From an optimization exercise on the open Yosys and OpenROAD flow, aimed at small area; shortcuts taken in it are not production practice. In this exercise RTL edits were held to simulation tests only and were not proved equivalent to the original. Power and IR drop assume default switching activity.

==> job 914 <==
==> flow/design.v <==
module myname(M,dotout,selout,clk,rst);
input clk;
input rst;
output wire [3:0] M;
output wire [15:0] dotout;
output reg [3:0] selout;
assign M=4'b0110;
reg [8:0] cnt;
reg [3:0] d;
wire [3:0] sel = selout;
wire [3:0] dn;
wire wrap = ~cnt[0] & ~cnt[1] & ~cnt[2] & ~cnt[4] & ~cnt[5] & ~cnt[6] & ~cnt[7];
always @(posedge clk) begin
  if(rst) begin selout<=4'd0; cnt<=9'd256; d<=4'd10; end
  else begin
    selout<=selout+4'd1;
    cnt<={cnt[7], cnt[6], cnt[5], cnt[4]^wrap, cnt[3], cnt[2], cnt[1], cnt[0]^wrap, cnt[8]^cnt[4]};
    if(wrap) d<=dn;
  end
end
wire n29, n30, n31, n32, n33, n34, n35, n36, n37, n38, n39, n40, n41, n42, n43, n44, n45, n46, n47, n48, n49, n50, n51, n52, n53, n54, n55, n56, n57, n58, n59, n60, n61, n62, n63, n64, n65, n66, n67, n69, n70, n71, n72, n73, n74, n75, n76, n77, n78, n79, n80, n81, n82, n83, n84, n85, n86, n87, n88, n89, n90, n91, n92, n93, n94, n95, n96, n97, n98, n99, n100, n101, n102, n103, n104, n105, n106, n107, n108, n109, n110, n111, n112, n113, n114, n116, n117, n118, n119, n120, n121, n122, n123, n124, n125, n126, n127, n128, n129, n130, n131, n132, n133, n134, n135, n136, n137, n138, n139, n140, n141, n142, n143, n144, n145, n146, n147, n148, n149, n151, n152, n153, n154, n155, n156, n157, n158, n159, n160, n161, n162, n164, n165, n166, n167, n168, n169, n170, n171, n172, n174, n175, n176, n178, n179, n180, n181, n183, n184, n185, n186, n189, n190, n191, n193, n194, n195, n196, n197, n199, n200, n201, n202, n204, n205, n208, n210, n212, n215;
assign n29 = ~sel[0];
assign n30 = ~sel[1];
assign n31 = ~sel[2];
assign n32 = ~sel[3];
assign n33 = ~d[0];
assign n34 = ~d[1];
assign n35 = ~d[2];
assign n36 = ~d[3];
assign n37 = ~n30 & ~sel[2];
assign n38 = ~n37;
assign n39 = ~sel[0] & ~n32;
assign n40 = ~n38 & ~n39;
assign n41 = ~n30 & ~sel[3];
assign n42 = ~sel[0] & ~sel[1];
assign n43 = ~n42;
assign n44 = ~n32 & ~n43;
assign n45 = n44 | (sel[0] & n41);
assign n46 = ~sel[2] & ~n32;
assign n47 = ~n31 & ~sel[3];
assign n48 = ~n47;
assign n49 = ~n48 | (~sel[2] & ~n32);
assign n50 = ~n45 | ~n49;
assign n51 = ~n30 & ~n32;
assign n52 = ~sel[1] & ~n31;
assign n53 = ~n41 & ~n52;
assign n54 = ~n53;
assign n55 = ~n46 & ~n54;
assign n56 = ~n33 & ~d[2];
assign n57 = ~n56;
assign n58 = ~n55 & ~n57;
assign n59 = ~n40 & (~n50 | ~n58);
assign n60 = ~d[0] & ~d[1];
assign n61 = ~n60;
assign n62 = ~d[1] & ~d[3];
assign n63 = ~n62;
assign n64 = ~d[0] & ~n63;
assign n65 = ~d[0] & ~n35;
assign n66 = ~n65;
assign n67 = ~n63 & ~n66;
assign dotout[1] = ~n59 & ~n63 & ~n66;
assign n69 = ~sel[0] | ~sel[3];
assign n70 = ~sel[0] | ~n51;
assign n71 = ~n70;
assign n72 = ~n31 & ~n70;
assign n73 = ~n64 & (~d[1] | ~d[3] | ~d[0]);
assign n74 = ~n37 & ~n52;
assign n75 = ~d[2] & ~n74;
assign n76 = ~n29 | ~sel[2];
assign n77 = n51 | sel[0] | n31;
assign n78 = ~d[1] & ~n77;
assign n79 = ~d[1] | ~n36;
assign n80 = ~n29 & ~sel[1];
assign n81 = ~n80;
assign n82 = ~sel[0] & ~n30;
assign n83 = ~n80 & ~n82;
assign n84 = ~n83;
assign n85 = ~n36 | ~n84;
assign n86 = ~n31 & ~n32;
assign n87 = ~n86;
assign n88 = ~n33 & ~n35;
assign n89 = ~n88;
assign n90 = ~d[1] & ~n89;
assign n91 = ~n34 & ~n57;
assign n92 = ~n90 & ~n91;
assign n93 = ~n35 & ~n61;
assign n94 = ~sel[2] | ~n35;
assign n95 = (~n87 & ~n92) | (~n73 & ~n94);
assign n96 = ~n95 & (~n46 | ~n93);
assign n97 = ~n96 & (~sel[3] | ~n85);
assign n98 = ~n29 & ~n38;
assign n99 = ~d[1] & ~n36;
assign n100 = ~n99;
assign n101 = ~n87 & ~d[3] & ~n43;
assign n102 = ~d[1] | ~n101;
assign n103 = ~n80 | ~n87;
assign n104 = n76 & n103;
assign n105 = ~n102 | (~n53 & ~n100 & ~n104);
assign n106 = ~n105 & (~n98 | ~n99);
assign n107 = ~n32 & ~n106;
assign n108 = ~n107;
assign n109 = ~n30 | ~n46;
assign n110 = ~d[1] | ~n109 | (~n42 & ~n48);
assign n111 = ~n61 | ~n110;
assign n112 = ~d[3] & (~n50 | ~n111);
assign n113 = ~n56 & (~n90 | ~n103);
assign n114 = (dotout[1] | n112) & (n72 | n113);
assign dotout[3] = n114 & (n29 | sel[3] | n61);
assign n116 = (~n31 & ~n81) | (~n33 & ~n76);
assign n117 = ~n43 & ~d[0] & ~d[2];
assign n118 = ~dotout[3] & ~n116 & ~n88 & ~n117;
assign n119 = ~n45 & ~n98;
assign n120 = ~n63 & (~n83 | ~n119);
assign n121 = ~n120 & ~n78 & ~n101;
assign n122 = ~n118 & ~n121 & ~d[3] & ~n86;
assign n123 = ~n57 & ~n100;
assign n124 = ~n123 | (~n44 & ~n54);
assign n125 = ~n124 | (~n31 & ~n71);
assign n126 = ~n30 & ~n79;
assign n127 = ~n36 & ~n69;
assign n128 = (~n94 & ~n127 & ~n126) | (~n122 & ~n125);
assign n129 = (~n57 & ~n128) | (~n56 & ~n108);
assign n130 = ~n85 & ~n39 & ~n110;
assign n131 = (n34 | n36 | n81) & (n50 | n62);
assign n132 = ~n57 & ~n131;
assign n133 = n130 | n132 | (n30 & n129);
assign n134 = ~n97 & ~n133;
assign n135 = (~sel[2] & ~d[0]) | (~n31 & ~n65);
assign n136 = ~sel[0] & ~n35;
assign n137 = ~n134 | ~n135 | ~n62 | ~n136;
assign n138 = ~n100 & ~d[0] & ~sel[0] & ~n38;
assign n139 = ~n122 & ~n138;
assign n140 = ~n139 | ~n137 | (~n79 & ~n134);
assign n141 = n78 | n140;
assign n142 = ~n128 | (~n79 & ~n109);
assign n143 = d[0] & n142 & (n35 | n141);
assign n144 = ~n47 & ~n104;
assign n145 = ~n30 & ~n40;
assign n146 = ~n145 & ~n144 & (~sel[0] | ~n32);
assign n147 = ~n105 & ~n35 & ~n146;
assign n148 = ~n147 & ~d[0] & ~n121;
assign n149 = ~n130 & ~n148 & ~n143 & (~n45 | ~n99);
assign dotout[6] = ~n149;
assign n151 = ~n55 & ~n79;
assign n152 = (~dotout[3] & ~n149) | (~dotout[6] & ~n151);
assign n153 = ~n152 | (~n108 & ~n151);
assign n154 = ~n153;
assign n155 = ~n138 & (~d[2] | ~n51 | ~n114);
assign n156 = (n48 | n56 | n81) & (n57 | n119);
assign n157 = ~n63 & (~n155 | ~n156 | ~n154);
assign n158 = ~n124 | (~n59 & ~n79);
assign n159 = ~n36 & ~n38;
assign n160 = ~d[3] & ~d[0] & ~d[2];
assign n161 = ~n159 & (~sel[1] | ~sel[2] | ~n160);
assign n162 = ~n161 & ~sel[3] & ~d[1];
assign dotout[10] = n107 | n158 | n157 | (n29 & n162);
assign n164 = ~n75 & ~dotout[10];
assign n165 = ~n159 & (~n35 | ~n98);
assign n166 = n165 | sel[3] | d[1];
assign n167 = n134 & n166 & (n35 | n100 | n109);
assign n168 = ~n167 | (~n73 & ~n164);
assign n169 = ~n168 | (~n56 & ~dotout[3]);
assign n170 = ~n77 & ~n57 & ~n146;
assign n171 = ~n170 & ~n143 & (~n46 | ~n117);
assign n172 = n171 & (n66 | n70) & (sel[3] | n169);
assign dotout[13] = ~n63 & ~n172;
assign n174 = ~n33 | (~sel[3] & ~n35 & ~sel[0]);
assign n175 = ~n74 | ~n32 | ~d[2];
assign n176 = ~dotout[13] & (~n62 | ~n175 | ~n174);
assign dotout[2] = ~n72 & ~n176;
assign n178 = ~n82 | ~n86;
assign n179 = ~n176 & (~d[0] | ~n178);
assign n180 = ~n56 | (~n49 & ~n98);
assign n181 = ~n100 & ~n180;
assign dotout[4] = n179 | n153 | n181;
assign n183 = ~n65 | ~n82;
assign n184 = ~n180 | (~n49 & ~n183);
assign n185 = ~n184;
assign n186 = dotout[4] & (n141 | n184);
assign dotout[5] = n105 | n158 | n186 | (n62 & n184);
assign dotout[7] = n168 | (~n61 & ~n109);
assign n189 = ~n35 | (~n74 & ~n84);
assign n190 = n32 & n64 & n189 & (n35 | n80);
assign n191 = ~n190 & (~n29 | ~n37 | ~d[2] | ~n99);
assign dotout[8] = ~n169 | ~n155 | n133 | ~n191;
assign n193 = ~n149 & ~n185;
assign n194 = ~n193 & ~n179 & (~n159 | ~n185 | ~n149);
assign n195 = n167 & (n81 | n94);
assign n196 = ~n176 & ~n195;
assign n197 = ~n196 & ~n129 & ~n140;
assign dotout[9] = ~n197 | (~n113 & ~n194);
assign n199 = ~n29 | ~n196;
assign n200 = ~n135 & ~d[3] & ~n81;
assign n201 = ~n200 & (~n37 | ~n56 | ~n69);
assign n202 = ~n153 & (~n32 | ~n181) & (~n162 | ~n201);
assign dotout[11] = ~n199 | ~n202 | (~d[1] & ~n162 & ~n201);
assign n204 = n168 & (n67 | n153);
assign n205 = ~n183 | (~n57 & ~n86 & ~n52 & ~n84);
assign dotout[12] = n204 | (n112 & n113) | (n62 & n205);
assign dotout[14] = dotout[1] | n196;
assign n208 = ~n59 | ~n89 | ~n29 | ~sel[2];
assign dotout[15] = ~n176 & (~n166 | ~n208 | ~n155);
assign n210 = ~n60 & (~n35 | ~n100);
assign dn[0] = ~n210 & (~n35 | ~n64);
assign n212 = ~n91 & ~n160;
assign dn[1] = ~n212 | (~n89 & ~n100);
assign dn[2] = ~d[3] & (~d[1] | ~n57 | ~n66);
assign n215 = ~n93 & ~n123;
assign dn[3] = ~n215 | (~d[0] & ~n79);
assign dotout[0] = 1'b0;
endmodule
==> flow/flow/run.sh <==
#!/bin/bash
# Own layout flow: the standard synthesis, then its combinational logic re-mapped
# with flow/abc.script (registers, their names and cell types unchanged), then
# the standard ORFS flow with single-size port buffers.
set -euo pipefail
HERE=$(pwd)
FLOWDIR=$HERE/flow
RES=$HERE/orfs/results/sky130hd/myname/base
LIB=$FLOW_HOME/platforms/sky130hd/lib/sky130_fd_sc_hd__tt_025C_1v80.lib
EXTRA=()
[[ -f $FLOWDIR/make_args.txt ]] && mapfile -t EXTRA < <(grep -v '^#' $FLOWDIR/make_args.txt | grep .)
bash standard.sh synth > standard_synth.log 2>&1
if [[ -f $FLOWDIR/abc.script ]]; then
  cp $RES/1_2_yosys.v $HERE/std_1_2_yosys.v
  cat > remap.ys <<EOT
read_liberty -overwrite -ignore_miss_func -setattr liberty_cell $LIB
blackbox sky130_fd_sc_hd__dfxtp_1 sky130_fd_sc_hd__dfxtp_2 sky130_fd_sc_hd__dfxtp_4
read_verilog $HERE/std_1_2_yosys.v
hierarchy -top myname
flatten
rename -hide w:*.*
opt_clean -purge
delete A:liberty_cell
read_liberty -lib $LIB
abc -script $FLOWDIR/abc.script -liberty $LIB
opt_clean -purge
hilomap -singleton -hicell sky130_fd_sc_hd__conb_1 HI -locell sky130_fd_sc_hd__conb_1 LO
stat -liberty $LIB
check -assert
write_verilog -noattr -nohex -nodec $RES/1_2_yosys.v
EOT
  yosys -l remap.log remap.ys > /dev/null 2>&1
  rm -f $RES/1_synth.odb $RES/1_synth.sdc
fi
bash standard.sh "${EXTRA[@]}" finish > standard_finish.log 2>&1
==> flow/flow/abc.script <==
strash; dch; map -B 0.9
==> flow/flow/make_args.txt <==
BUFFER_PORTS_ARGS=-buffer_cell sky130_fd_sc_hd__buf_1
==> flow/standard.sh <==
#!/bin/bash
# synth_recipe.tcl (not shown) runs the flow's synth.tcl, then flattens the netlist and writes it again
# the make line also repeats each setting of config.mk as NAME=value (left out here)
make -C /OpenROAD-flow-scripts/flow DESIGN_CONFIG=/design/flow/config.mk WORK_HOME=/design/flow/orfs CLKGATE_MAP_FILE= SYNTH_SCRIPT=/design/flow/synth_recipe.tcl "${@:-finish}"
==> flow/config.mk <==
export PLATFORM = sky130hd
export DESIGN_NAME = myname
export DESIGN_NICKNAME = myname
export VERILOG_FILES = /design/flow/design.v
export SDC_FILE = /design/flow/constraint.sdc
export NUM_CORES = 4
export LEC_CHECK = 0
export ABC_AREA = 1
export CAP_MARGIN = 0
export CORE_MARGIN = 2
export CORE_UTILIZATION = 30
export GPL_TIMING_DRIVEN = 0
export SLEW_MARGIN = 0
==> flow/constraint.sdc <==
create_clock -name core_clock -period 5.0 [get_ports {clk}]
set_input_delay 1.0000 -clock core_clock [delete_from_list [all_inputs] [get_ports {clk}]]
set_output_delay 1.0000 -clock core_clock [all_outputs]
set_load 0.01 [all_outputs]
==> inputs of job 7897, as changes to job 914 <==
==> flow/flow/abc.script (replaced) <==
strash; dch; amap
--- a/flow/config.mk
+++ b/flow/config.mk
@@ -6,8 +6,7 @@
 export NUM_CORES = 4
 export LEC_CHECK = 0
 export ABC_AREA = 1
-export CAP_MARGIN = 0
+export CAP_MARGIN = 20
 export CORE_MARGIN = 2
-export CORE_UTILIZATION = 30
-export GPL_TIMING_DRIVEN = 0
-export SLEW_MARGIN = 0
+export CORE_UTILIZATION = 40
+export SLEW_MARGIN = 20
==> inputs of job 7913, as changes to job 914 <==
==> flow/flow/abc.script (replaced) <==
strash; dch; amap
--- a/flow/config.mk
+++ b/flow/config.mk
@@ -6,8 +6,7 @@
 export NUM_CORES = 4
 export LEC_CHECK = 0
 export ABC_AREA = 1
-export CAP_MARGIN = 0
+export CAP_MARGIN = 20
 export CORE_MARGIN = 2
 export CORE_UTILIZATION = 30
-export GPL_TIMING_DRIVEN = 0
-export SLEW_MARGIN = 0
+export SLEW_MARGIN = 20
==> comparison <==
Job 7897 failed in global routing (5_1_grt) with GRT-0116. Job 914 completed with no timing, DRC or antenna violations. Job 7913 reached the layout checks and failed them: negative setup slack.
In job 7913 the via count is larger than in job 914, by 11%.
In job 7913 the power is higher than in job 914, by 33%.
First-iteration DRC count: job 914 is higher than job 7913 (about 26%).
Against job 7913, the cell count of job 914 is lower by 14%.
In flip-flop and latch count, job 7913 and job 914 do not differ.
==> figures <==
metric	job 7913	job 7897	job 914
Placed cells	443	427	393
Multi-input logic area	1300 sq um	-	1270 sq um
Number of sequential cells in the layout	17	-	17
R2R depth	4	-	6
Die height	74.8 um	65.3 um	77.5 um
Status	complete, but fails checks	did not finish	complete, no violations
Last stage reached	-	global routing (5_1_grt)	-
Violated checks	negative setup slack	-	-
Sum of negative setup slack	-20.47 ns	-	0 ns
Power share of the clock group	13.5%	-	17.5%
TritonCTS clock tree	done	-	done
Setup Skew	0.00763 ns	-	0.00308 ns
Signal buf overhead	37.6%	-	9.94%
Top power group	combinational logic	-	combinational logic

-- afterwards: timing with drivers on the ports --
How much do the figures lean on ideal ports? The routed layouts below were timed once more, with nothing changed but the port constraints. Step 1 assumes that a clkbuf_16 drives the clock port and a buf_2 every other input. Step 2 moves the port delays by t, midway between the first and last clock arrival at a register: inputs arrive t later, outputs are due t later. That takes back most of the time a late clock gives input paths. Three values: ideal, step 1, step 2; two values: the first two.
| run | t (ns) | slack for setup (ns) | clock arrival spread, ns | pins driven straight from the clock port |
|---|---|---|---|---|
| job 914 | 0.269 | 0.235 / 0.214 / 0.482 | 0.003 / 0.003 | 1 |
| job 7913 | 0.270 | -2.018 / -2.040 / -1.770 | 0.008 / 0.008 | 1 |
